What follows belongs to an exercise in optimizing a design on an open flow for small area, a short achievable clock period and few clock cycles; a production flow would make more cautious choices.
Where RTL was checked, it was by simulation tests only, not by an equivalence proof against the original.
Only the layout flow was run in runs 1 and 4; the RTL was not checked for function there.
Power figures rest on the tool's default switching activity, not on a simulated workload.

**config.mk**
```make
export PLATFORM = sky130hd
export DESIGN_NAME = sccpu
export DESIGN_NICKNAME = sccpu
export VERILOG_FILES = /design/flow/design.v
export SDC_FILE = /design/flow/constraint.sdc
export NUM_CORES = 8
export LEC_CHECK = 0
export CAP_MARGIN = 20
export CORE_MARGIN = 2
export CORE_UTILIZATION = 40
export SLEW_MARGIN = 20
```
**constraint.sdc**
```tcl
create_clock -name core_clock -period 15.0 [get_ports {clk}]
set_input_delay 3.0000 -clock core_clock [delete_from_list [all_inputs] [get_ports {clk}]]
set_output_delay 3.0000 -clock core_clock [all_outputs]
set_load 0.01 [all_outputs]
```
**design.v**
```verilog
module RF(
   input         clk,
   input         rst,
   input         we,         
   input  [4:0]  A1, A2, A3,
   input  [31:0] WD,
   output reg [31:0] RD1, RD2
);
   wire [31:0] q [0:31];
   reg  [31:1] vld;
   assign q[0] = 32'd0;
   genvar g;
   generate
      for (g = 1; g < 32; g = g + 1) begin : r
         reg [31:0] d;
         always @(posedge clk)
            if (we && A3 == g)
               d <= WD;
         always @(posedge clk, posedge rst)
            if (rst)
               vld[g] <= 1'b0;
            else if (we && A3 == g)
               vld[g] <= 1'b1;
         assign q[g] = d;
      end
   endgenerate
   wire [31:0] s1 = (32'd1 << A1) & {vld, 1'b0};
   wire [31:0] s2 = (32'd1 << A2) & {vld, 1'b0};
   integer i;
   always @(*) begin
      RD1 = 32'd0;
      RD2 = 32'd0;
      for (i = 1; i < 32; i = i + 1) begin
         RD1 = RD1 | ({32{s1[i]}} & q[i]);
         RD2 = RD2 | ({32{s2[i]}} & q[i]);
      end
   end
endmodule
module sccpu( clk, rst, instr, readdata, PC, MemWrite, aluout, writedata);
   input         clk;
   input         rst;
   input  [31:0] instr;
   input  [31:0] readdata;
   output [31:0] PC;
   output        MemWrite;
   output [31:0] aluout;
   output [31:0] writedata;
   reg  [31:0] pc_r;
   reg         d_v;           
   reg  [31:0] d_ir;
   reg  [31:0] d_pc4;
   reg         e_we, e_ld, e_st, e_br, e_bne, e_pred, e_jr;
   reg  [4:0]  e_dst;
   reg  [31:0] e_a, e_b, e_sd;
   reg  [4:0]  e_shamt;
   reg         e_shv;         
   reg         e_fa, e_fb, e_fsd;    
   reg         r_add, r_sub, r_and, r_or, r_nor, r_slt, r_sltu,
               r_sll, r_sh, r_sra, r_pb, r_pa;
   reg         m_we, m_ld, m_st;
   reg  [4:0]  m_dst;
   reg  [31:0] m_res, m_wd;
   assign PC = pc_r;
   wire [31:0] pc4 = pc_r + 32'd4;
   wire        f_j = (instr[31:27] == 5'b00001);           
   wire [31:0] f_jt = {pc4[31:28], instr[25:0], 2'b00};
   wire [5:0]  op = d_ir[31:26];
   wire [5:0]  fn = d_ir[5:0];
   wire [4:0]  rs = d_ir[25:21];
   wire [4:0]  rt = d_ir[20:16];
   wire [4:0]  rd = d_ir[15:11];
   wire [15:0] imm = d_ir[15:0];
   wire rtype  = (op == 6'h00);
   wire f_add  = rtype & (fn == 6'h20 | fn == 6'h21);
   wire f_sub  = rtype & (fn == 6'h22 | fn == 6'h23);
   wire f_and  = rtype & (fn == 6'h24);
   wire f_or   = rtype & (fn == 6'h25);
   wire f_nor  = rtype & (fn == 6'h27);
   wire f_slt  = rtype & (fn == 6'h2a);
   wire f_sltu = rtype & (fn == 6'h2b);
   wire f_sll  = rtype & (fn == 6'h00);
   wire f_srl  = rtype & (fn == 6'h02);
   wire f_sra  = rtype & (fn == 6'h03);
   wire f_sllv = rtype & (fn == 6'h04);
   wire f_srlv = rtype & (fn == 6'h06);
   wire f_jr   = rtype & (fn == 6'h08);
   wire f_jalr = rtype & (fn == 6'h09);
   wire f_pa   = rtype & ~(f_add | f_sub | f_and | f_or | f_nor | f_slt | f_sltu |
                           f_sll | f_srl | f_sra | f_sllv | f_srlv | f_jalr);
   wire i_addi = (op == 6'h08);
   wire i_andi = (op == 6'h0c);
   wire i_ori  = (op == 6'h0d);
   wire i_slti = (op == 6'h0a);
   wire i_lui  = (op == 6'h0f);
   wire i_lw   = (op == 6'h23);
   wire i_sw   = (op == 6'h2b);
   wire i_beq  = (op == 6'h04);
   wire i_bne  = (op == 6'h05);
   wire i_jal  = (op == 6'h03);
   wire use_imm  = i_addi | i_andi | i_ori | i_slti | i_lui | i_lw | i_sw;
   wire use_link = i_jal | f_jalr;
   wire sext     = i_addi | i_slti | i_lw | i_sw;
   wire wr_rt    = i_addi | i_andi | i_ori | i_slti | i_lui | i_lw;
   wire wr_31    = i_jal | f_jalr;
   wire regwr    = rtype | wr_rt | i_jal;
   wire [4:0] dst = wr_31 ? 5'd31 : (wr_rt ? rt : rd);
   wire rd_rs = ~(i_lui | i_jal | f_sll | f_srl | f_sra) &
                (rtype | use_imm | i_beq | i_bne);
   wire rd_rt = (rtype & ~(f_pa | f_jalr)) | i_sw | i_beq | i_bne;
   wire [31:0] rf1, rf2;
   wire [31:0] wval = m_ld ? readdata : m_res;
   RF U_RF (.clk(clk), .rst(rst), .we(m_we), .A1(rs), .A2(rt), .A3(m_dst),
            .WD(wval), .RD1(rf1), .RD2(rf2));
   wire [31:0] rsv = (m_we && m_dst == rs) ? wval : rf1;
   wire [31:0] rtv = (m_we && m_dst == rt) ? wval : rf2;
   wire [31:0] immx = i_lui ? {imm, 16'd0} :
                      sext  ? {{16{imm[15]}}, imm} : {16'd0, imm};
   wire        d_isbr = i_beq | i_bne;
   wire [31:0] d_bt   = d_pc4 + {{14{imm[15]}}, imm, 2'b00};
   wire [31:0] d_alt  = imm[15] ? d_pc4 : d_bt;
   wire        use_rt = ~(use_imm | use_link | d_isbr);
   wire [31:0] bsel = d_isbr ? d_alt : (use_link ? d_pc4 : immx);
   wire [31:0] bval = use_rt ? rtv : bsel;
   wire stall = d_v & e_ld & ((rd_rs & e_dst == rs) | (rd_rt & e_dst == rt));
   wire [31:0] a  = e_fa  ? m_res : e_a;
   wire [31:0] b  = e_fb  ? m_res : e_b;
   wire [31:0] sd = e_fsd ? m_res : e_sd;
   wire [31:0] sum  = a + b;
   wire [32:0] dif  = {1'b0, a} - {1'b0, b};
   wire        ltu  = dif[32];
   wire        lts  = (a[31] ^ b[31]) ? a[31] : dif[31];
   wire [4:0]  sh   = e_shv ? a[4:0] : e_shamt;
   wire [31:0] brev, srev, shr;
   wire [31:0] shin = r_sll ? brev : b;
   wire [63:0] shx  = {{32{r_sra & b[31]}}, shin} >> sh;
   assign shr = shx[31:0];
   genvar k;
   generate
      for (k = 0; k < 32; k = k + 1) begin : rv
         assign brev[k] = b[31-k];
         assign srev[k] = shr[31-k];
      end
   endgenerate
   wire [31:0] shres = r_sll ? srev : shr;
   wire [31:0] res = ({32{r_add}}  & sum)
                   | ({32{r_sub}}  & dif[31:0])
                   | ({32{r_and}}  & (a & b))
                   | ({32{r_or}}   & (a | b))
                   | ({32{r_nor}}  & ~(a | b))
                   | {31'd0, (r_slt & lts) | (r_sltu & ltu)}
                   | ({32{r_sh}}   & shres)
                   | ({32{r_pb}}   & b)
                   | ({32{r_pa}}   & a);
   wire        taken    = (a == sd) ^ e_bne;
   wire        mispred  = e_br & (taken ^ e_pred);
   wire        e_redir  = mispred | e_jr;
   wire [31:0] e_target = e_jr ? a : e_b;
   wire        d_redir  = d_v & d_isbr & imm[15] & ~stall & ~e_redir;
   assign aluout    = m_res;
   assign writedata = m_wd;
   assign MemWrite  = m_st;
   always @(posedge clk, posedge rst)
      if (rst)
         pc_r <= 32'd0;
      else if (e_redir)
         pc_r <= e_target;
      else if (stall)
         pc_r <= pc_r;
      else if (d_redir)
         pc_r <= d_bt;
      else if (f_j)
         pc_r <= f_jt;
      else
         pc_r <= pc4;
   always @(posedge clk, posedge rst)
      if (rst)
         d_v <= 1'b0;
      else if (!stall)
         d_v <= ~(e_redir | d_redir);
   always @(posedge clk)
      if (!stall) begin
         d_ir  <= instr;
         d_pc4 <= pc4;
      end
   wire go = d_v & ~stall & ~e_redir;      
   always @(posedge clk, posedge rst)
      if (rst) begin
         e_we <= 1'b0; e_ld <= 1'b0; e_st <= 1'b0; e_br <= 1'b0; e_jr <= 1'b0;
      end else begin
         e_we <= go & regwr & (dst != 5'd0);
         e_ld <= go & i_lw;
         e_st <= go & i_sw;
         e_br <= go & d_isbr;
         e_jr <= go & (f_jr | f_jalr);
      end
   always @(posedge clk) begin
      e_dst   <= dst;
      e_bne   <= i_bne;
      e_pred  <= imm[15];
      e_a     <= rsv;
      e_b     <= bval;
      e_sd    <= rtv;
      e_shamt <= d_ir[10:6];
      e_shv   <= f_sllv | f_srlv;
      e_fa    <= e_we & (e_dst == rs);
      e_fb    <= e_we & (e_dst == rt) & use_rt;
      e_fsd   <= e_we & (e_dst == rt);
      r_add   <= f_add | i_addi | i_lw | i_sw;
      r_sub   <= f_sub;
      r_and   <= f_and | i_andi;
      r_or    <= f_or | i_ori;
      r_nor   <= f_nor;
      r_slt   <= f_slt | i_slti;
      r_sltu  <= f_sltu;
      r_sll   <= f_sll | f_sllv;
      r_sh    <= f_sll | f_sllv | f_srl | f_srlv | f_sra;
      r_sra   <= f_sra;
      r_pb    <= i_lui | use_link;
      r_pa    <= f_pa;
   end
   always @(posedge clk, posedge rst)
      if (rst) begin
         m_we <= 1'b0; m_ld <= 1'b0; m_st <= 1'b0;
      end else begin
         m_we <= e_we;
         m_ld <= e_ld;
         m_st <= e_st;
      end
   always @(posedge clk) begin
      m_dst <= e_dst;
      m_res <= res;
      m_wd  <= sd;
   end
endmodule
```
**flow/run.sh**
```bash
#!/bin/bash
# Own layout flow: the standard flow (standard.sh) unchanged, except that
# timing repair aims for a setup slack of MARGIN ns at the design's clock
# period, so the layout is optimised for a shorter period than 15 ns. The
# synthesis is the standard one, run first and on its own.
set -euo pipefail
MARGIN=10.5
bash standard.sh synth > synth.log 2>&1
bash standard.sh SETUP_SLACK_MARGIN=$MARGIN finish > layout.log 2>&1
```
**standard.sh**
```bash
#!/bin/bash
# synth_recipe.tcl (not shown) runs the flow's synth.tcl, then flattens the netlist and writes it again
# the make line also repeats each setting of config.mk as NAME=value (left out here)
make -C /OpenROAD-flow-scripts/flow DESIGN_CONFIG=/design/flow/config.mk WORK_HOME=/design/flow/orfs CLKGATE_MAP_FILE= SYNTH_SCRIPT=/design/flow/synth_recipe.tcl "${@:-finish}"
```
==> flow_summary.toml, run 1 <==
[floorplan]
rows = 147
die_w_um = 407.1
core_area_sq_um = 160900
io_pins = 163
die_area_sq_um = 165700
die-height_um = 407.1
start_util_pct = 40.38

[finish]
drive_gt1_share_pct = 17.20
layout_common_cells = "edfxtp_1, a22oi_1, a221oi_1"
fillCellCount = 14370
multi_input_area_sq_um = 26400
fin_cells = 7755
fin_area_sq_um = 75570
syn2layout_area_growth_pct = 16.27
layout_commonest_cell = "edfxtp_1"
layout.nets = 5663
seqCellArea_sq_um = 37530

[synthesis]
ys_warn_count = 2
synth_edf_count = 1056
syn_area_sq_um = 64990
synthAdderAreaFrac_pct = 2.549
synth-simple-area-share_pct = 8.836
synth.distinct_cells = 96
muxShareOfSynthArea_pct = 4.805
synthCells = 5337
synth_compound_area_share_pct = 20.29
synth_seq_cells = 1321
ys.flop_type = "edfxtp_1"
ys_seq_area_share_pct = 57.51
synthArstFlopShare_pct = 5.450
synth_xor_area_share_pct = 2.331
synth_top_family_by_area = "compound AO/OA/AOI/OAI gates"
synth_top_area_share_pct = 48.79
postSynthAreaPerCell_sq_um = 12.18
synth_area_leader_cell = "edfxtp_1"
yosys-top-cells-area = "edfxtp_1, dfxtp_1, a221oi_1, a22oi_1, a22o_1"
syn_nets = 5533

[outcome]
status = "finished clean"

[pwr]
powerDensity_nw_per_um2 = 141.9
p_leak_uw = 0.02673
irDropWorstVdd_uv = 104.3

[setup_path]
crit_arrival_ps = 5480
start_kind = "register"
endpoint_kind = "register"
r2r_cells = 21
worstSetupPathType = "register to register"
timing.rr.end = "m_res[31]"
path_max_fanout = 6
rrSetupSlack_ps = 10110
required_ps = 15590
rr_startpoint = "e_fa"

[timing]
fin_skew_ps = 65.03
maxSlewHeadroom_pct = 11.25
finalSetupTns_ps = 0
worstMarginPinSlew_ps = 1321
rsz0062_at_grt = "true"
finalHoldViolations = 0
maxSlewViolCount = 0
finalWorstSetupSlack_ps = 10110
fin_crit_sh_pct = 32.63
fin_crit_ps = 4894
fmax_mhz = 204.3
setup_viol = 0

[clock_network]
cts_tree = "built"
cts_hold_repair.buffers = 0
clkTransAtPathRegs_ps = 60
cts_root_buffer = "clkbuf_16"
cts_max_path_buffers = 3
cts-buffers-inserted = 142
clock_latency_ps = 820
h-tree-depth = 4
clock-sinks = 1321

[global_routing]
grt_max_degree = 73
grt_pass1_wl_um = 447500
grt_overflow = 0
antenna_found_initial = 21
grt_pass1_vias = 53440
grt_usage_pct = 39.36

[drt]
drt-total-wl_um = 335800
met2_length_um = 136800
drtIter0Drc = 11670
top_layer = "met5"
wl_per_cell_um = 43.30
vias = 58060
via_per_inst = 7.487
route.layer.met1.wl_um = 111100
ant_nets = 0
drc_errors = 0
dr.pass1.iters = 11
wl_met3_um = 55080

[placed_design]
placed_cells = 7392
place.gp.congestion = 0.9998
dp_hpwl_um = 199200
io_buffer_count = 162
placed_area_sq_um = 69200
pre_cts_ws_ps = 8786

[job]
drv_cap = 0

[worst_hold_path]
whs_endpoint = "m_st"
min_from = "e_st"
hp-class = "register to register"
hold_depth = 0
worst max path at each step:
stage,slack (ps),endpoint,start,cells past startpoint
2_1_floorplan,10180,m_res[31],e_fb,20
3_3_place_gp,8840,m_res[31],e_fa,18
3_5_place_dp,8790,m_res[31],e_fa,18
4_1_cts,9980,m_res[31],e_fb,17
5_1_grt,10040,m_res[31],e_fa,21
6_report,10110,m_res[31],e_fa,21
registers in the layout, indices dropped and copies added, names as in the netlist, 5 cells and up:
register and flops:
m_res 32, e_sd 32, m_dst 5, e_a 32
U_RF.r.d 992, d_pc4 32, m_wd 32, e_dst 5
d_ir 32, U_RF.vld 31, e_b 32, pc_r 32
e_shamt 5
per-layer routing:
| metal | vias up | GRT usage, % |
|---|---|---|
| li1 | 21750 | - |
| met1 | 28190 | 47.88 |
| met2 | 6178 | 56.43 |
| met3 | 1911 | 15.88 |
| met4 | 26 | 28.10 |
| met5 | - | 0.2974 |
cells in the mapped netlist, drive strengths merged (99+ instances only):
cell and n:
edfxtp 1056, clkbuf 363, a22oi 323, a221oi 316, nor2 314, a22o 264, nand2 220, dfxtp 193
a21oi 183, nand3 167, o21ai 149, inv 145, ha 126, mux2i 119, nand4 109, xnor2 109
mux2 100, a222oi 99
stage by stage:
stage               power [uW]  utilization, %  hold WS [ps]
detailed placement        6819           43.00         336.3
global route             10960           46.93         366.1
finish                   10730           46.95         348.0
floorplan                 5812               -         331.2
global placement          6810           42.99         340.6
CTS                      10540           46.63         350.1
area by class of cell:
cell class	count	share of cell area (%)
Sequential cell	1321	49.66
Multi-Input combinational cell	3440	34.94
Clock buffer	171	5.040
Timing Repair Buffer	415	4.664
Tap cell	2160	3.577
Clock inverter	86	1.328
Inverter	147	0.7418
Antenna cell	15	0.04967
critical path, cell delays in order, from the launching register on:
cell and delay [ps]:
dfxtp_4 360, buf_12 150, buf_12 150, mux2i_4 190
buf_6 130, ha_4 250, nor2_2 40, o311a_4 380
nor4b_4 320, o21a_2 260, nor4_4 70, o41ai_2 210
buf_4 180, o41ai_4 80, a21oi_2 160, nor2_2 60
o41a_1 370, fa_2 430, a221oi_2 270, o221ai_1 150
a221oi_1 260, o221ai_1 170
power by group:
| part | switching [uW] | internal (uW) |
|---|---|---|
| Clock | 1590 | 2100 |
| Sequential | 262 | 4280 |
| Combinational | 1580 | 902 |
timing repair:
| action | in CTS | in global routing |
|---|---|---|
| setup buffers | 72 | 12 |
| setup endpoints to repair | 147 | 62 |
| pin swaps | 13 | 11 |
| gates resized for setup | 370 | 93 |
| cloned | 4 | 1 |
cells by family after synthesis:
family	count (synthesis)
buffers and inverters	576
and+or+nand+nor	1169
xor gates and xnor gates	173
AOI/OAI and AO/OA	1717
adders and majority gates	130
DFF	1321
muxes	251
==> run 2, diff against run 1 <==
--- a/design.v
+++ b/design.v
@@ -52,10 +52,10 @@
    reg         e_we, e_ld, e_st, e_br, e_bne, e_pred, e_jr;
    reg  [4:0]  e_dst;
-   reg  [31:0] e_a, e_b, e_sd;
+   reg  [31:0] e_a, e_b, e_sd, e_alt;
    reg  [4:0]  e_shamt;
    reg         e_shv;         
    reg         e_fa, e_fb, e_fsd;    
    reg         r_add, r_sub, r_and, r_or, r_nor, r_slt, r_sltu,
-               r_sll, r_sh, r_sra, r_pb, r_pa;
+               r_sll, r_srl, r_sra, r_pb, r_pa;
    reg         m_we, m_ld, m_st;
    reg  [4:0]  m_dst;
@@ -116,10 +116,8 @@
    wire [31:0] immx = i_lui ? {imm, 16'd0} :
                       sext  ? {{16{imm[15]}}, imm} : {16'd0, imm};
+   wire [31:0] bsel = use_link ? d_pc4 : immx;
+   wire [31:0] bval = (use_imm | use_link) ? bsel : rtv;
    wire        d_isbr = i_beq | i_bne;
    wire [31:0] d_bt   = d_pc4 + {{14{imm[15]}}, imm, 2'b00};
-   wire [31:0] d_alt  = imm[15] ? d_pc4 : d_bt;
-   wire        use_rt = ~(use_imm | use_link | d_isbr);
-   wire [31:0] bsel = d_isbr ? d_alt : (use_link ? d_pc4 : immx);
-   wire [31:0] bval = use_rt ? rtv : bsel;
    wire stall = d_v & e_ld & ((rd_rs & e_dst == rs) | (rd_rt & e_dst == rt));
    wire [31:0] a  = e_fa  ? m_res : e_a;
@@ -131,16 +129,8 @@
    wire        lts  = (a[31] ^ b[31]) ? a[31] : dif[31];
    wire [4:0]  sh   = e_shv ? a[4:0] : e_shamt;
-   wire [31:0] brev, srev, shr;
-   wire [31:0] shin = r_sll ? brev : b;
-   wire [63:0] shx  = {{32{r_sra & b[31]}}, shin} >> sh;
-   assign shr = shx[31:0];
-   genvar k;
-   generate
-      for (k = 0; k < 32; k = k + 1) begin : rv
-         assign brev[k] = b[31-k];
-         assign srev[k] = shr[31-k];
-      end
-   endgenerate
-   wire [31:0] shres = r_sll ? srev : shr;
+   wire [31:0] shl  = b << sh;
+   wire [31:0] shr  = b >> sh;
+   wire signed [31:0] bs = b;
+   wire [31:0] sra_ = bs >>> sh;
    wire [31:0] res = ({32{r_add}}  & sum)
                    | ({32{r_sub}}  & dif[31:0])
@@ -149,11 +139,13 @@
                    | ({32{r_nor}}  & ~(a | b))
                    | {31'd0, (r_slt & lts) | (r_sltu & ltu)}
-                   | ({32{r_sh}}   & shres)
+                   | ({32{r_sll}}  & shl)
+                   | ({32{r_srl}}  & shr)
+                   | ({32{r_sra}}  & sra_)
                    | ({32{r_pb}}   & b)
                    | ({32{r_pa}}   & a);
-   wire        taken    = (a == sd) ^ e_bne;
+   wire        taken    = (a == b) ^ e_bne;
    wire        mispred  = e_br & (taken ^ e_pred);
    wire        e_redir  = mispred | e_jr;
-   wire [31:0] e_target = e_jr ? a : e_b;
+   wire [31:0] e_target = e_jr ? a : e_alt;
    wire        d_redir  = d_v & d_isbr & imm[15] & ~stall & ~e_redir;
    assign aluout    = m_res;
@@ -198,4 +190,5 @@
       e_bne   <= i_bne;
       e_pred  <= imm[15];
+      e_alt   <= imm[15] ? d_pc4 : d_bt;
       e_a     <= rsv;
       e_b     <= bval;
@@ -204,5 +197,5 @@
       e_shv   <= f_sllv | f_srlv;
       e_fa    <= e_we & (e_dst == rs);
-      e_fb    <= e_we & (e_dst == rt) & use_rt;
+      e_fb    <= e_we & (e_dst == rt) & ~(use_imm | use_link);
       e_fsd   <= e_we & (e_dst == rt);
       r_add   <= f_add | i_addi | i_lw | i_sw;
@@ -214,5 +207,5 @@
       r_sltu  <= f_sltu;
       r_sll   <= f_sll | f_sllv;
-      r_sh    <= f_sll | f_sllv | f_srl | f_srlv | f_sra;
+      r_srl   <= f_srl | f_srlv;
       r_sra   <= f_sra;
       r_pb    <= i_lui | use_link;
==> run.sh (new file) <==
#!/bin/bash
# synth_recipe.tcl (not shown) runs the flow's synth.tcl, then flattens the netlist and writes it again
# the make line also repeats each setting of config.mk as NAME=value (left out here)
make -C /OpenROAD-flow-scripts/flow DESIGN_CONFIG=/design/flow/config.mk WORK_HOME=/design/flow/orfs CLKGATE_MAP_FILE= SYNTH_SCRIPT=/design/flow/synth_recipe.tcl finish
removed: flow/run.sh
removed: standard.sh
==> run 2 against run 1 <==
Against the previous run: still clean on timing, DRC and antenna; utilization fell by 0.90 points; register-to-register slack got worse by 1600 ps; routed wire length fell by 2.0%; clock skew fell by 25 ps; final cell count fell by 0.44%; clock-buffer cell count rose by 4; setup slack got worse by 1600 ps; critical path type unchanged; largest power group unchanged.
==> flow_summary.toml, run 2 <==
[floorplan]
die_w_um = 409.4
rows = 148
start_util_pct = 40.34
die_area_sq_um = 167600
io_pins = 163
die-height_um = 409.4
core_area_sq_um = 163000

[finish]
layout_commonest_cell = "edfxtp_1"
syn2layout_area_growth_pct = 14.16
layout_common_cells = "edfxtp_1, a221oi_1, a22o_1"
top_register = "U_RF.r.d"
layout.nets = 5599
fin_cells = 7721
largest_reg_flops = 992
drive_gt1_share_pct = 12.41

[synthesis]
ys_warn_count = 2
synthCells = 5389
ys.flop_type = "edfxtp_1"
synth_top_area_share_pct = 48.23
synth_edf_count = 1056
synth_area_leader_cell = "edfxtp_1"
synth_top_cells_by_count = "edfxtp_1, a221oi_1, a22o_1, clkbuf_1, nand2_1"
synthArstFlopShare_pct = 5.322
yosys-top-cells-area = "edfxtp_1, dfxtp_1, a221oi_1, a22o_1, dfrtp_1"
postSynthAreaPerCell_sq_um = 12.20
syn_nets = 5585
ys_seq_area_share_pct = 57.83
yosysMostFrequentCell = "edfxtp_1"
synth.distinct_cells = 102
synth_seq_cells = 1353
syn_area_sq_um = 65740

[setup_path]
r2r_cells = 20
crit_arrival_ps = 7200
crit_slowest_cell = "mux2i_1"
rr_startpoint = "e_fb"
path_buf_inv = 1
endpoint_kind = "register"
timing.rr.end = "m_res[31]"
path_common_cell = "o21ai_0"
start_kind = "register"
cp_top_family = "compound AO/OA/AOI/OAI gates"
crit_path_start = "e_fb"
worstSetupPathType = "register to register"
rrSetupSlack_ps = 8470
crit_chain = "buf_4, mux2i_1, ha_1, nor2_1, a221oi_1, o21ai_0, a31oi_1, a31o_2, o21a_1, o21ai_0, or2_2, a21oi_1, o21bai_1, fa_1, a22oi_1, nand3_1, a221oi_1, o21ai_0, a21oi_1, o31ai_1"
required_ps = 15670
path_max_fanout = 23
cp_slowest_stage_delay_ps = 740

[timing]
maxSlewHeadroom_pct = 13.73
setup_viol = 0
finalSetupTns_ps = 0
maxSlewViolCount = 0
fin_crit_ps = 6527
finalHoldViolations = 0
worstMarginPinSlew_ps = 1284
rsz0062_at_grt = "false"
fin_crit_sh_pct = 43.52
fin_skew_ps = 40.31
fmax_mhz = 153.2

[drt]
dr.pass1.iters = 15
via_per_inst = 7.461
ant_nets = 0
drc_errors = 0
vias = 57600
wl_per_cell_um = 42.64
drt-total-wl_um = 329200
drtIter0Drc = 11650

[job]
drv_cap = 0

[worst_hold_path]
hold_depth = 0
hp-class = "register to register"
whs_endpoint = "m_st"
min_from = "e_st"

[global_routing]
antenna_found_initial = 16
grt_overflow = 0
grt_busiest_layer = "met2"
grtUsageMet1_pct = 45.15
grt_pass1_vias = 53940
grt_max_degree = 72
grt_usage_pct = 37.91
grt_pass1_wl_um = 444900
use_met3_pct = 15.41
met2_usage_pct = 54.66

[placed_design]
dp_hpwl_um = 197500
io_buffer_count = 162
place.gp.congestion = 1.015
placed_cells = 7426

[clock_network]
cts_max_path_buffers = 3
cts_tree = "built"
cts-buffers-inserted = 149
clock-sinks = 1353
h-tree-depth = 4
clkTransAtPathRegs_ps = 60
post_cts_buffers = 0
cts_root_buffer = "clkbuf_16"
cts_hold_repair.buffers = 0
clock_latency_ps = 830
cts.repair.resized = 0

[pwr]
irDropWorstVdd_uv = 95.99
powerDensity_nw_per_um2 = 140.1
p_leak_uw = 0.02656

[outcome]
status = "finished clean"
## run 2: report_power, final
part | internal [uW] | total (uW) | switching, uW
clock network | 2240 | 3900 | 1660
logic | 676 | 1910 | 1230
registers | 4430 | 4710 | 281
## run 2: worst reg2reg max path, cell delays in order, from the launching register on
cell and delay [ps]:
dfxtp_2 620, buf_4 530, mux2i_1 800, ha_1 450, nor2_1 210, a221oi_1 120
o21ai_0 450, a31oi_1 310, a31o_2 390, o21a_1 260, o21ai_0 480, or2_2 270
a21oi_1 70, o21bai_1 190, fa_1 420, a22oi_1 170, nand3_1 100, a221oi_1 200
o21ai_0 120, a21oi_1 160, o31ai_1 90
## run 2: final cells by class
class                      instances  area [sq um]
fill                           14570         87900
sequential                      1353         38020
multi-input combinational       3415         25700
clock buffer                     175          3930
timing repair buffer             330          2883
tap                             2175          2721
clock inverter                   101          1172
inverter                         154         579.3
antenna                           18         45.04
## run 2: metal layers
| metal | vias to the layer above | routed length (um) |
|---|---|---|
| li1 | 21870 | - |
| met4 | 28 | 32560 |
| met1 | 27990 | 110600 |
| met3 | 1842 | 50770 |
| met5 | - | 373 |
| met2 | 5872 | 134900 |
## run 2: worst max-delay path by stage
stage                           end  slack (ps)  cells past startpoint
final                     m_res[31]        8470                     20
after global routing      m_res[31]        8130                     20
after CTS                 m_res[31]        8640                     20
after detailed placement  m_res[31]        8710                     20
after global placement     pc_r[13]        8570                     14
after floorplan           m_res[31]       10010                     23
## run 2: cells by family after synthesis
group | share of synthesized area (%)
flops | 57.83
simple gates | 8.486
buf+inv | 3.746
xor+xnor | 1.066
compound gates | 21.81
mux | 4.535
fa+ha+maj | 2.535
## run 2: metrics by stage
stage | setup slack [ps] | util, % | hold WS (ps) | total power [uW] | instance area [sq um]
after floorplan | 10010 | - | 331.2 | 5758 | 65740
after global placement | 8570 | 42.88 | 390.7 | 6589 | 69880
after detailed placement | 8709 | 42.89 | 387.0 | 6603 | 69890
after CTS | 8636 | 46.02 | 391.3 | 10420 | 74990
after global routing | 8130 | 46.03 | 404.7 | 10770 | 75010
final | 8473 | 46.06 | 398.9 | 10520 | 75050
Testbench counts of run 2, summed over its fixed seeds: cycles 79,578.
==> run 3, diff against run 2 <==
--- a/design.v
+++ b/design.v
@@ -52,10 +52,10 @@
    reg         e_we, e_ld, e_st, e_br, e_bne, e_pred, e_jr;
    reg  [4:0]  e_dst;
-   reg  [31:0] e_a, e_b, e_sd, e_alt;
+   reg  [31:0] e_a, e_b, e_sd;
    reg  [4:0]  e_shamt;
    reg         e_shv;         
    reg         e_fa, e_fb, e_fsd;    
    reg         r_add, r_sub, r_and, r_or, r_nor, r_slt, r_sltu,
-               r_sll, r_srl, r_sra, r_pb, r_pa;
+               r_sll, r_sh, r_sra, r_pb, r_pa;
    reg         m_we, m_ld, m_st;
    reg  [4:0]  m_dst;
@@ -112,12 +112,18 @@
    RF U_RF (.clk(clk), .rst(rst), .we(m_we), .A1(rs), .A2(rt), .A3(m_dst),
             .WD(wval), .RD1(rf1), .RD2(rf2));
-   wire [31:0] rsv = (m_we && m_dst == rs) ? wval : rf1;
-   wire [31:0] rtv = (m_we && m_dst == rt) ? wval : rf2;
+   wire        m_rs = m_we && m_dst == rs;
+   wire        m_rt = m_we && m_dst == rt;
+   wire [31:0] rsv_r = (m_rs & ~m_ld) ? m_res : rf1;
+   wire [31:0] rtv_r = (m_rt & ~m_ld) ? m_res : rf2;
+   wire [31:0] rsv = (m_rs & m_ld) ? readdata : rsv_r;
+   wire [31:0] rtv = (m_rt & m_ld) ? readdata : rtv_r;
    wire [31:0] immx = i_lui ? {imm, 16'd0} :
                       sext  ? {{16{imm[15]}}, imm} : {16'd0, imm};
-   wire [31:0] bsel = use_link ? d_pc4 : immx;
-   wire [31:0] bval = (use_imm | use_link) ? bsel : rtv;
    wire        d_isbr = i_beq | i_bne;
    wire [31:0] d_bt   = d_pc4 + {{14{imm[15]}}, imm, 2'b00};
+   wire [31:0] d_alt  = imm[15] ? d_pc4 : d_bt;
+   wire        use_rt = ~(use_imm | use_link | d_isbr);
+   wire [31:0] bsel = d_isbr ? d_alt : (use_link ? d_pc4 : immx);
+   wire [31:0] bval = (use_rt & m_rt & m_ld) ? readdata : (use_rt ? rtv_r : bsel);
    wire stall = d_v & e_ld & ((rd_rs & e_dst == rs) | (rd_rt & e_dst == rt));
    wire [31:0] a  = e_fa  ? m_res : e_a;
@@ -129,40 +135,43 @@
    wire        lts  = (a[31] ^ b[31]) ? a[31] : dif[31];
    wire [4:0]  sh   = e_shv ? a[4:0] : e_shamt;
-   wire [31:0] shl  = b << sh;
-   wire [31:0] shr  = b >> sh;
-   wire signed [31:0] bs = b;
-   wire [31:0] sra_ = bs >>> sh;
-   wire [31:0] res = ({32{r_add}}  & sum)
-                   | ({32{r_sub}}  & dif[31:0])
-                   | ({32{r_and}}  & (a & b))
-                   | ({32{r_or}}   & (a | b))
-                   | ({32{r_nor}}  & ~(a | b))
+   wire [31:0] brev, srev, shr;
+   wire [31:0] shin = r_sll ? brev : b;
+   wire [63:0] shx  = {{32{r_sra & b[31]}}, shin} >> sh;
+   assign shr = shx[31:0];
+   genvar k;
+   generate
+      for (k = 0; k < 32; k = k + 1) begin : rv
+         assign brev[k] = b[31-k];
+         assign srev[k] = shr[31-k];
+      end
+   endgenerate
+   wire [31:0] shres = r_sll ? srev : shr;
+   wire [31:0] res_o = ({32{r_and}}  & (a & b))
+                     | ({32{r_or}}   & (a | b))
+                     | ({32{r_nor}}  & ~(a | b))
+                     | ({32{r_sh}}   & shres)
+                     | ({32{r_pb}}   & b)
+                     | ({32{r_pa}}   & a);
+   wire [31:0] res = ({32{r_add}} & sum)
+                   | ({32{r_sub}} & dif[31:0])
                    | {31'd0, (r_slt & lts) | (r_sltu & ltu)}
-                   | ({32{r_sll}}  & shl)
-                   | ({32{r_srl}}  & shr)
-                   | ({32{r_sra}}  & sra_)
-                   | ({32{r_pb}}   & b)
-                   | ({32{r_pa}}   & a);
-   wire        taken    = (a == b) ^ e_bne;
+                   | res_o;
+   wire        taken    = (a == sd) ^ e_bne;
    wire        mispred  = e_br & (taken ^ e_pred);
    wire        e_redir  = mispred | e_jr;
-   wire [31:0] e_target = e_jr ? a : e_alt;
+   wire [31:0] e_target = e_jr ? a : e_b;
    wire        d_redir  = d_v & d_isbr & imm[15] & ~stall & ~e_redir;
    assign aluout    = m_res;
    assign writedata = m_wd;
    assign MemWrite  = m_st;
+   wire [31:0] pc_nj = e_redir ? e_target :
+                       stall   ? pc_r :
+                       d_redir ? d_bt : pc4;
+   wire        take_j = f_j & ~(e_redir | stall | d_redir);
    always @(posedge clk, posedge rst)
       if (rst)
          pc_r <= 32'd0;
-      else if (e_redir)
-         pc_r <= e_target;
-      else if (stall)
-         pc_r <= pc_r;
-      else if (d_redir)
-         pc_r <= d_bt;
-      else if (f_j)
-         pc_r <= f_jt;
       else
-         pc_r <= pc4;
+         pc_r <= take_j ? f_jt : pc_nj;
    always @(posedge clk, posedge rst)
       if (rst)
@@ -190,5 +199,4 @@
       e_bne   <= i_bne;
       e_pred  <= imm[15];
-      e_alt   <= imm[15] ? d_pc4 : d_bt;
       e_a     <= rsv;
       e_b     <= bval;
@@ -197,5 +205,5 @@
       e_shv   <= f_sllv | f_srlv;
       e_fa    <= e_we & (e_dst == rs);
-      e_fb    <= e_we & (e_dst == rt) & ~(use_imm | use_link);
+      e_fb    <= e_we & (e_dst == rt) & use_rt;
       e_fsd   <= e_we & (e_dst == rt);
       r_add   <= f_add | i_addi | i_lw | i_sw;
@@ -207,5 +215,5 @@
       r_sltu  <= f_sltu;
       r_sll   <= f_sll | f_sllv;
-      r_srl   <= f_srl | f_srlv;
+      r_sh    <= f_sll | f_sllv | f_srl | f_srlv | f_sra;
       r_sra   <= f_sra;
       r_pb    <= i_lui | use_link;
==> flow/run.sh (new file) <==
#!/bin/bash
# Own layout flow: the standard flow (standard.sh), with the standard
# synthesis run first and on its own. For the layout steps it changes only
# how timing is repaired:
#  - timing repair aims for a setup slack of MARGIN ns at the design's clock
#    period, so the layout is optimised for a shorter period than 15 ns;
#  - every port still gets a buffer, but a plain buffer rather than the delay
#    cell buffer_ports picks by default;
#  - gate sizing may use any cell of the same function, not only cells of the
#    same footprint.
set -euo pipefail
MARGIN=10.7
bash standard.sh synth > synth.log 2>&1
bash standard.sh SETUP_SLACK_MARGIN=$MARGIN MATCH_CELL_FOOTPRINT=0 \
   "BUFFER_PORTS_ARGS=-buffer_cell sky130_fd_sc_hd__buf_4" finish > layout.log 2>&1
==> standard.sh (new file) <==
#!/bin/bash
# synth_recipe.tcl (not shown) runs the flow's synth.tcl, then flattens the netlist and writes it again
# the make line also repeats each setting of config.mk as NAME=value (left out here)
make -C /OpenROAD-flow-scripts/flow DESIGN_CONFIG=/design/flow/config.mk WORK_HOME=/design/flow/orfs CLKGATE_MAP_FILE= SYNTH_SCRIPT=/design/flow/synth_recipe.tcl "${@:-finish}"
--- a/config.mk
+++ b/config.mk
@@ -8,4 +8,4 @@
 export CAP_MARGIN = 20
 export CORE_MARGIN = 2
-export CORE_UTILIZATION = 40
+export CORE_UTILIZATION = 55
 export SLEW_MARGIN = 20
removed: run.sh
==> run 3 against run 2 <==
Against the previous run: power fell by 1.8%; final cell count decreased by 5.0%; largest cell class unchanged; synthesized cell count increased by 1.2%; utilization is 19 points higher; sequential cell count decreased by 32; still clean on timing, DRC and antenna; critical path depth is 2 lower; clock-buffer cell count fell by 2; die area is 27% lower.
==> flow_summary.toml, run 3 <==
[drt]
dr.pass1.iters = 14
vias = 61310
via_per_inst = 8.356
drtIter0Drc = 12820
drt-total-wl_um = 340300
drc_errors = 0
ant_nets = 0
wl_per_cell_um = 46.38

[global_routing]
antenna_found_initial = 35
grt_usage_pct = 54.65
grt_overflow = 0
grt_pass1_wl_um = 456600
grt_max_degree = 72
grt_pass1_vias = 55660

[setup_path]
crit_slowest_cell = "fa_2"
path_max_fanout = 5
crit_end = "m_res[31]"
cp_slowest_stage_delay_ps = 480
timing.rr.end = "m_res[31]"
crit_chain = "clkbuf_16, mux2i_4, ha_4, o21bai_4, a21oi_2, o311ai_4, a21oi_4, a2111oi_4, o21ai_2, o41ai_4, buf_4, a21oi_2, o221ai_2, fa_2, a221oi_2, o21ai_1, a221oi_2, o221ai_1"
rr_startpoint = "e_fa"
crit_arrival_ps = 5270
worstSetupPathType = "register to register"
endpoint_kind = "register"
required_ps = 15650
r2r_cells = 18
start_kind = "register"
rrSetupSlack_ps = 10380
crit_path_start = "e_fa"

[timing]
fin_crit_ps = 4619
finalSetupTns_ps = 0
setup_viol = 0
fin_crit_sh_pct = 30.79
fin_skew_ps = 58.30
fmax_mhz = 216.5
maxSlewViolCount = 0
maxSlewHeadroom_pct = 12.51
worstMarginPinSlew_ps = 1302
finalHoldViolations = 0
rsz0062_at_grt = "true"

[synthesis]
synth.distinct_cells = 100
synth_top_cells_by_count = "edfxtp_1, a22oi_1, clkbuf_1, a221oi_1, nor2_1"
synthArstFlopShare_pct = 5.450
synth_area_leader_cell = "edfxtp_1"
yosys-top-cells-area = "edfxtp_1, dfxtp_1, a221oi_1, a22oi_1, a22o_1"
syn_area_sq_um = 65550
synth_top_area_share_pct = 48.38
synthCells = 5454
synth_edf_count = 1056
ys_warn_count = 2
postSynthAreaPerCell_sq_um = 12.02
syn_nets = 5650
yosysMostFrequentCell = "edfxtp_1"
synth_seq_cells = 1321
ys.flop_type = "edfxtp_1"
ys_seq_area_share_pct = 57.02

[pwr]
p_sw_share_pct = 30.54
p_int_uw = 7171
p_leak_uw = 0.02767
powerDensity_nw_per_um2 = 135.2
p_sw_uw = 3153
irDropWorstVdd_uv = 128.9
comb_power_share_pct = 21.5
total_power_uw = 10320
seqPwrFrac_pct = 42.7
p_clk_share_pct = 35.8

[clock_network]
clock-sinks = 1321
clkTransAtPathRegs_ps = 60
cts_hold_repair.buffers = 0
cts-buffers-inserted = 141
cts_root_buffer = "clkbuf_16"
cts_max_path_buffers = 3
h-tree-depth = 4
cts_tree = "built"
clock_latency_ps = 830

[finish]
drive_gt1_share_pct = 20.01
top_register = "U_RF.r.d"
layout.nets = 5852
syn2layout_area_growth_pct = 16.47
fin_cells = 7337
largest_reg_flops = 992
final_util_pct = 64.66
layout_common_cells = "edfxtp_1, buf_4, a22oi_1"
layout_commonest_cell = "edfxtp_1"

[placed_design]
io_buffer_count = 162
dp_hpwl_um = 204500
placed_cells = 6897
place.gp.congestion = 1.052

[job]
drv_cap = 0

[outcome]
status = "finished clean"

[floorplan]
die_area_sq_um = 122000
die_w_um = 349.2
die-height_um = 349.2
io_pins = 163
start_util_pct = 55.51
rows = 126
core_area_sq_um = 118100

[worst_hold_path]
hp-class = "register to register"
-- run 3: worst max-delay path, delay by kind of cell (launching register included) --
family          cells  cell delay, ps
compound gates     13            2570
fa+ha+maj           2             740
flops               1             420
buf+inv             2             410
mux                 1             320
-- run 3: worst min path at each step --
stage                     start    to  slack [ps]  depth (start not counted)
after detailed placement   e_st  m_st         350                          0
after global routing       e_st  m_st         360                          0
after global placement     e_st  m_st         330                          0
final                      e_st  m_st         360                          0
after CTS                  e_st  m_st         370                          0
after floorplan            e_st  m_st         330                          0
-- run 3: logic make-up (layout without fill, tap and decap cells) --
kind of cell / count (synthesis) / after routing / share of synthesized area (%)
adders and majority gates: 130 / 130 / 2.527
xor gates and xnor gates: 172 / 172 / 2.298
AOI/OAI and AO/OA: 1831 / 1831 / 21.38
and+or+nand+nor: 1202 / 1204 / 9.221
other: 0 / 28 / 0
muxes: 218 / 218 / 4.091
DFF: 1321 / 1321 / 57.02
buffers and inverters: 580 / 897 / 3.466
-- run 3: metrics by stage --
step	setup WS (ps)	area (sq um)	hold slack [ps]
after floorplan	10390	65750	331.2
after global placement	8489	68880	331.5
after detailed placement	8398	68890	347.0
after CTS	10420	75750	365.6
after global routing	10290	76280	362.1
final	10380	76350	356.1
-- run 3: per-layer routing --
layer	global-route usage, %	wire, um
met5	1.921	899
met4	45.24	40150
met3	27.03	59550
met2	75.38	134000
met1	63.46	105700
-- run 3: cell type report --
cell class                      instances  area (sq um)
Fill cell                            9049         41740
Clock buffer                          173          3772
Multi-Input combinational cell       3555         27220
Antenna cell                           28         70.07
Clock inverter                         87          1055
Tap cell                             1536          1922
Timing Repair Buffer                  500          4257
Inverter                              137         526.8
Sequential cell                      1321         37520
-- run 3: power groups by stage --
| stage | clock network, uW | registers, uW | logic [uW] |
|---|---|---|---|
| 2_1_floorplan | 0 | 4430 | 1120 |
| 3_3_place_gp | 0 | 4510 | 1800 |
| 3_5_place_dp | 0 | 4510 | 1800 |
| 4_1_cts | 3660 | 4400 | 2070 |
| 5_1_grt | 3800 | 4420 | 2300 |
| 6_report | 3690 | 4410 | 2220 |
-- run 3: what timing repair did --
action,4_1_cts,5_1_grt
buffers inserted,111,33
gates resized for setup,254,47
gates cloned,5,2
hold endpoints to repair,0,0
endpoints found under the setup margin,133,111
pin swaps,16,18
Testbench counts of run 3, summed over its fixed seeds: cycles 79,578.
==> run 4, diff against run 3 <==
--- a/design.v
+++ b/design.v
@@ -50,4 +50,5 @@
    reg  [31:0] d_ir;
    reg  [31:0] d_pc4;
+   reg         d_btb;         
    reg         e_we, e_ld, e_st, e_br, e_bne, e_pred, e_jr;
    reg  [4:0]  e_dst;
@@ -55,14 +56,21 @@
    reg  [4:0]  e_shamt;
    reg         e_shv;         
-   reg         e_fa, e_fb, e_fsd;    
+   reg         e_fas, e_fbs, e_fsds;    
+   reg         e_fao, e_fbo, e_fsdo;    
    reg         r_add, r_sub, r_and, r_or, r_nor, r_slt, r_sltu,
                r_sll, r_sh, r_sra, r_pb, r_pa;
    reg         m_we, m_ld, m_st;
    reg  [4:0]  m_dst;
-   reg  [31:0] m_res, m_wd;
+   reg         m_add;         
+   reg  [31:0] m_sum, m_oth, m_wd;
    assign PC = pc_r;
    wire [31:0] pc4 = pc_r + 32'd4;
    wire        f_j = (instr[31:27] == 5'b00001);           
    wire [31:0] f_jt = {pc4[31:28], instr[25:0], 2'b00};
+   reg         btb_v;
+   reg  [9:0]  btb_tag;
+   reg  [13:0] btb_tl;
+   wire        f_hit = btb_v & (pc4[11:2] == btb_tag);
+   wire [31:0] f_bt  = {pc_r[31:14], btb_tl};
    wire [5:0]  op = d_ir[31:26];
    wire [5:0]  fn = d_ir[5:0];
@@ -105,8 +113,6 @@
    wire regwr    = rtype | wr_rt | i_jal;
    wire [4:0] dst = wr_31 ? 5'd31 : (wr_rt ? rt : rd);
-   wire rd_rs = ~(i_lui | i_jal | f_sll | f_srl | f_sra) &
-                (rtype | use_imm | i_beq | i_bne);
-   wire rd_rt = (rtype & ~(f_pa | f_jalr)) | i_sw | i_beq | i_bne;
    wire [31:0] rf1, rf2;
+   wire [31:0] m_res = m_add ? m_sum : m_oth;
    wire [31:0] wval = m_ld ? readdata : m_res;
    RF U_RF (.clk(clk), .rst(rst), .we(m_we), .A1(rs), .A2(rt), .A3(m_dst),
@@ -122,12 +128,25 @@
    wire        d_isbr = i_beq | i_bne;
    wire [31:0] d_bt   = d_pc4 + {{14{imm[15]}}, imm, 2'b00};
+   wire        d_bb   = d_isbr & imm[15];         
+   wire [31:0] d_nx   = d_bb ? d_bt : d_pc4;      
    wire [31:0] d_alt  = imm[15] ? d_pc4 : d_bt;
    wire        use_rt = ~(use_imm | use_link | d_isbr);
    wire [31:0] bsel = d_isbr ? d_alt : (use_link ? d_pc4 : immx);
    wire [31:0] bval = (use_rt & m_rt & m_ld) ? readdata : (use_rt ? rtv_r : bsel);
-   wire stall = d_v & e_ld & ((rd_rs & e_dst == rs) | (rd_rt & e_dst == rt));
-   wire [31:0] a  = e_fa  ? m_res : e_a;
-   wire [31:0] b  = e_fb  ? m_res : e_b;
-   wire [31:0] sd = e_fsd ? m_res : e_sd;
+   wire [5:0] fop = instr[31:26];
+   wire [5:0] ffn = instr[5:0];
+   wire f_rtype = (fop == 6'h00);
+   wire f_shimm = f_rtype & (ffn == 6'h00 | ffn == 6'h02 | ffn == 6'h03);
+   wire f_rdrt  = f_rtype & (ffn == 6'h20 | ffn == 6'h21 | ffn == 6'h22 | ffn == 6'h23 |
+                             ffn == 6'h24 | ffn == 6'h25 | ffn == 6'h27 | ffn == 6'h2a |
+                             ffn == 6'h2b | ffn == 6'h00 | ffn == 6'h02 | ffn == 6'h03 |
+                             ffn == 6'h04 | ffn == 6'h06);
+   wire f_uses_rs = (f_rtype & ~f_shimm) | fop == 6'h08 | fop == 6'h0c | fop == 6'h0d |
+                    fop == 6'h0a | fop == 6'h23 | fop == 6'h2b | fop == 6'h04 | fop == 6'h05;
+   wire f_uses_rt = f_rdrt | fop == 6'h2b | fop == 6'h04 | fop == 6'h05;
+   reg  stall;
+   wire [31:0] a  = e_fas  ? m_sum : e_fao  ? m_oth : e_a;
+   wire [31:0] b  = e_fbs  ? m_sum : e_fbo  ? m_oth : e_b;
+   wire [31:0] sd = e_fsds ? m_sum : e_fsdo ? m_oth : e_sd;
    wire [31:0] sum  = a + b;
    wire [32:0] dif  = {1'b0, a} - {1'b0, b};
@@ -153,6 +172,5 @@
                      | ({32{r_pb}}   & b)
                      | ({32{r_pa}}   & a);
-   wire [31:0] res = ({32{r_add}} & sum)
-                   | ({32{r_sub}} & dif[31:0])
+   wire [31:0] oth = ({32{r_sub}} & dif[31:0])
                    | {31'd0, (r_slt & lts) | (r_sltu & ltu)}
                    | res_o;
@@ -161,11 +179,13 @@
    wire        e_redir  = mispred | e_jr;
    wire [31:0] e_target = e_jr ? a : e_b;
-   wire        d_redir  = d_v & d_isbr & imm[15] & ~stall & ~e_redir;
-   assign aluout    = m_res;
+   assign aluout    = m_sum;
    assign writedata = m_wd;
    assign MemWrite  = m_st;
+   wire        d_btbok = d_bb & (pc_r == d_bt);
+   wire        d_redir = d_v & ~stall & ~e_redir & (d_btb ? ~d_btbok : d_bb);
    wire [31:0] pc_nj = e_redir ? e_target :
                        stall   ? pc_r :
-                       d_redir ? d_bt : pc4;
+                       d_redir ? d_nx :
+                       f_hit   ? f_bt : pc4;
    wire        take_j = f_j & ~(e_redir | stall | d_redir);
    always @(posedge clk, posedge rst)
@@ -183,6 +203,13 @@
          d_ir  <= instr;
          d_pc4 <= pc4;
+         d_btb <= f_hit & ~f_j;
       end
    wire go = d_v & ~stall & ~e_redir;      
+   always @(posedge clk, posedge rst)
+      if (rst)
+         stall <= 1'b0;
+      else
+         stall <= go & i_lw & (rt != 5'd0) &
+                  ((f_uses_rs & instr[25:21] == rt) | (f_uses_rt & instr[20:16] == rt));
    always @(posedge clk, posedge rst)
       if (rst) begin
@@ -204,7 +231,10 @@
       e_shamt <= d_ir[10:6];
       e_shv   <= f_sllv | f_srlv;
-      e_fa    <= e_we & (e_dst == rs);
-      e_fb    <= e_we & (e_dst == rt) & use_rt;
-      e_fsd   <= e_we & (e_dst == rt);
+      e_fas   <= e_we & (e_dst == rs) & r_add;
+      e_fbs   <= e_we & (e_dst == rt) & use_rt & r_add;
+      e_fsds  <= e_we & (e_dst == rt) & r_add;
+      e_fao   <= e_we & (e_dst == rs) & ~r_add;
+      e_fbo   <= e_we & (e_dst == rt) & use_rt & ~r_add;
+      e_fsdo  <= e_we & (e_dst == rt) & ~r_add;
       r_add   <= f_add | i_addi | i_lw | i_sw;
       r_sub   <= f_sub;
@@ -230,6 +260,18 @@
    always @(posedge clk) begin
       m_dst <= e_dst;
-      m_res <= res;
+      m_add <= r_add;
+      m_sum <= sum;
+      m_oth <= oth;
       m_wd  <= sd;
    end
+   always @(posedge clk, posedge rst)
+      if (rst)
+         btb_v <= 1'b0;
+      else if (go & d_bb)
+         btb_v <= 1'b1;
+   always @(posedge clk)
+      if (go & d_bb) begin
+         btb_tag <= d_pc4[11:2];
+         btb_tl  <= d_bt[13:0];
+      end
 endmodule
==> run 4 against run 3 <==
Against the previous run: still clean; synthesized cell count increased by 8.0%; power increased by 9.7%; clock-buffer cell count increased by 12; register-to-register slack got worse by 140 ps; worst hold slack about the same; cell area increased by 5.7%; critical endpoint is now m_oth[31]; largest power group unchanged.
==> flow_summary.toml, run 4 <==
[timing]
rsz0062_at_grt = "true"
fin_crit_ps = 4759
fmax_mhz = 210.1
finalHoldViolations = 0
maxSlewViolCount = 0
fin_crit_sh_pct = 31.73
setup_viol = 0
worstMarginPinSlew_ps = 1253
maxSlewHeadroom_pct = 15.80
fin_skew_ps = 40.25
finalSetupTns_ps = 0

[finish]
fin_area_sq_um = 80720
final_util_pct = 64.45
fin_cells = 7846
largest_reg_flops = 992
top_register = "U_RF.r.d"
multi_input_area_sq_um = 29470
layout_commonest_cell = "edfxtp_1"
syn2layout_area_growth_pct = 16.50
fillCellCount = 9711
drive_gt1_share_pct = 20.99
seqCellArea_sq_um = 39130
layout.nets = 6258
layout_common_cells = "edfxtp_1, buf_4, nand2_1"

[placed_design]
dp_hpwl_um = 209800
placed_cells = 7396
placed_area_sq_um = 72660
io_buffer_count = 162
place.gp.congestion = 1.034

[synthesis]
ys_warn_count = 2
synth_area_leader_cell = "edfxtp_1"
ys_seq_area_share_pct = 56.14
synth_edf_count = 1081
syn_nets = 6084
ys.flop_type = "edfxtp_1"
postSynthAreaPerCell_sq_um = 11.77
yosysMostFrequentCell = "edfxtp_1"
synth.distinct_cells = 101
synth_top_area_share_pct = 46.85
syn_area_sq_um = 69290
synth_top_cells_by_count = "edfxtp_1, clkbuf_1, nand2_1, a22oi_1, nor2_1"
synthArstFlopShare_pct = 5.347
synthCells = 5888
synth_seq_cells = 1384
yosys-top-cells-area = "edfxtp_1, dfxtp_1, a221oi_1, a22oi_1, a22o_1"

[global_routing]
grt_pass1_wl_um = 466400
grt_max_degree = 71
antenna_found_initial = 24
grt_overflow = 0
grt_usage_pct = 52.07
grt_pass1_vias = 57740

[pwr]
p_int_uw = 7672
comb_power_share_pct = 25.4
p_leak_uw = 0.02871
seqPwrFrac_pct = 40.9
p_sw_uw = 3657
irDropWorstVdd_uv = 129.1
total_power_uw = 11330
powerDensity_nw_per_um2 = 140.3
p_clk_share_pct = 33.7
p_sw_share_pct = 32.28

[drt]
drtIter0Drc = 13170
drt-total-wl_um = 347300
drc_errors = 0
ant_nets = 0
vias = 62750
via_per_inst = 7.998
wl_per_cell_um = 44.26
dr.pass1.iters = 12

[worst_hold_path]
hold_depth = 0
hp-class = "register to register"

[setup_path]
path_max_fanout = 6
worstSetupPathType = "register to register"
r2r_cells = 22
timing.rr.end = "m_oth[31]"
crit_arrival_ps = 5470
rrSetupSlack_ps = 10240
crit_end = "m_oth[31]"
crit_path_start = "e_fao"
start_kind = "register"
endpoint_kind = "register"
rr_startpoint = "e_fao"
required_ps = 15710

[floorplan]
die_w_um = 358.9
core_area_sq_um = 125200
die_area_sq_um = 128800
die-height_um = 358.9
rows = 130
start_util_pct = 55.32
io_pins = 163

[outcome]
status = "finished clean"

[clock_network]
clock-sinks = 1384
cts_tree = "built"
clock_latency_ps = 840
cts_root_buffer = "clkbuf_16"
cts_max_path_buffers = 3
h-tree-depth = 4
clkTransAtPathRegs_ps = 60
cts-buffers-inserted = 149

[job]
drv_cap = 0
[run 4: cell types whose count changed in the layout (fill, tap and decap cells not counted), moves of 28 or more]
| cell | delta |
|---|---|
| nor2b_1 | -34 |
| buf_6 | +36 |
| o211ai_1 | -28 |
| o221ai_1 | -29 |
| o21ai_2 | +48 |
| nor2_1 | +53 |
| a21o_1 | -53 |
| nand2_1 | +126 |
| mux2i_1 | +141 |
| buf_4 | -32 |
[run 4: through the flow]
stage	hold WS (ps)	worst slack, ps
6_report	356.6	10240
4_1_cts	362.5	10440
3_3_place_gp	332.3	9313
2_1_floorplan	331.2	10540
3_5_place_dp	336.3	9238
5_1_grt	372.5	10200
[run 4: logic make-up after synthesis]
logic type | synth area share, %
compound gates | 19.83
simple gates | 9.935
flops | 56.14
buf+inv | 3.568
mux | 5.345
xor+xnor | 2.799
fa+ha+maj | 2.391
[run 4: power groups by stage]
stage	clock, uW	combinational, uW	sequential [uW]
floorplan	0	1510	4580
global placement	0	2260	4760
detailed placement	0	2270	4760
CTS	3790	2670	4610
global route	3940	2980	4630
finish	3820	2880	4630
[run 4: layer usage]
layer | wire [um] | GRT usage, % | vias to the layer above | share of wire [%]
li1 | - | - | 23740 | -
met1 | 112700 | 63.04 | 30120 | 32
met2 | 140000 | 73.31 | 6797 | 40
met3 | 59040 | 22.95 | 2061 | 17
met4 | 35210 | 38.73 | 36 | 10
met5 | 294 | 0.6659 | - | 0.085
[run 4: repair_timing]
item,in CTS,in global routing
pin swaps,29,73
hold buffers,0,0
setup endpoints to repair,183,128
resized for setup,321,136
setup buffers,109,43
gates cloned,5,6
[run 4: worst min path at each step]
stage	start	slack, ps	endpoint
2_1_floorplan	e_ld	330	m_ld
3_3_place_gp	e_st	330	m_st
3_5_place_dp	e_st	340	m_st
4_1_cts	e_st	360	m_st
5_1_grt	e_ld	370	m_ld
6_report	e_st	360	m_st
[run 4: final cells by class]
cell class	count	share of cell area (%)
sequential	1384	48.48
multi-input combinational	3884	36.51
timing repair buffer	512	5.659
clock buffer	185	4.992
tap	1650	2.557
clock inverter	89	1.155
inverter	131	0.6138
antenna	11	0.03410
[run 4: critical path: stages, from the launching register on]
cell,delay (ps)
dfxtp_4,390
buf_12,170
mux2i_4,180
o21ai_2,220
inv_2,80
ha_4,230
o21bai_4,140
a21oi_2,90
o211ai_1,240
a21oi_2,90
buf_6,130
a2111oi_4,450
a21oi_2,140
o21ai_2,210
a21o_1,190
a311oi_2,130
o21bai_2,240
a21boi_1,100
o21bai_1,190
fa_2,470
a22oi_2,160
nand3_1,100
a221o_1,270

-- static timing again, ports no longer ideal --
Ports are ideal in the flow. The routed layouts listed here were re-timed in OpenROAD.
Step 1 (the two cells are an assumption about what drives the block):
set clk [get_ports {clk}]
set_driving_cell -lib_cell sky130_fd_sc_hd__clkbuf_16 $clk
set_driving_cell -lib_cell sky130_fd_sc_hd__buf_2 [delete_from_list [all_inputs] $clk]
Step 2 moves the port delays by t, midway between the first and last clock arrival at a register: inputs arrive t later, outputs are due t later. That takes back most of the time a late clock gives input paths.
Slacks: ideal / step 1 / step 2; pairs: ideal / step 1.
run	shift t [ns]	setup WS [ns]	latest minus earliest clock arrival (ns)	worst register clock-pin slew, ns
run 1	0.873	10.106 / 10.106 / 9.591	0.066 / 0.066	0.07 / 0.07
run 2	0.892	8.473 / 8.473 / 8.473	0.046 / 0.046	0.07 / 0.07
run 3	0.883	10.381 / 10.381 / 9.811	0.062 / 0.062	0.07 / 0.07
run 4	0.895	10.241 / 10.241 / 9.883	0.043 / 0.043	0.07 / 0.07
After both steps every run listed still meets setup and hold. The setup slack of run 3, which loses most, moves by 0.000 ns with the drivers and by -0.570 ns with both steps.
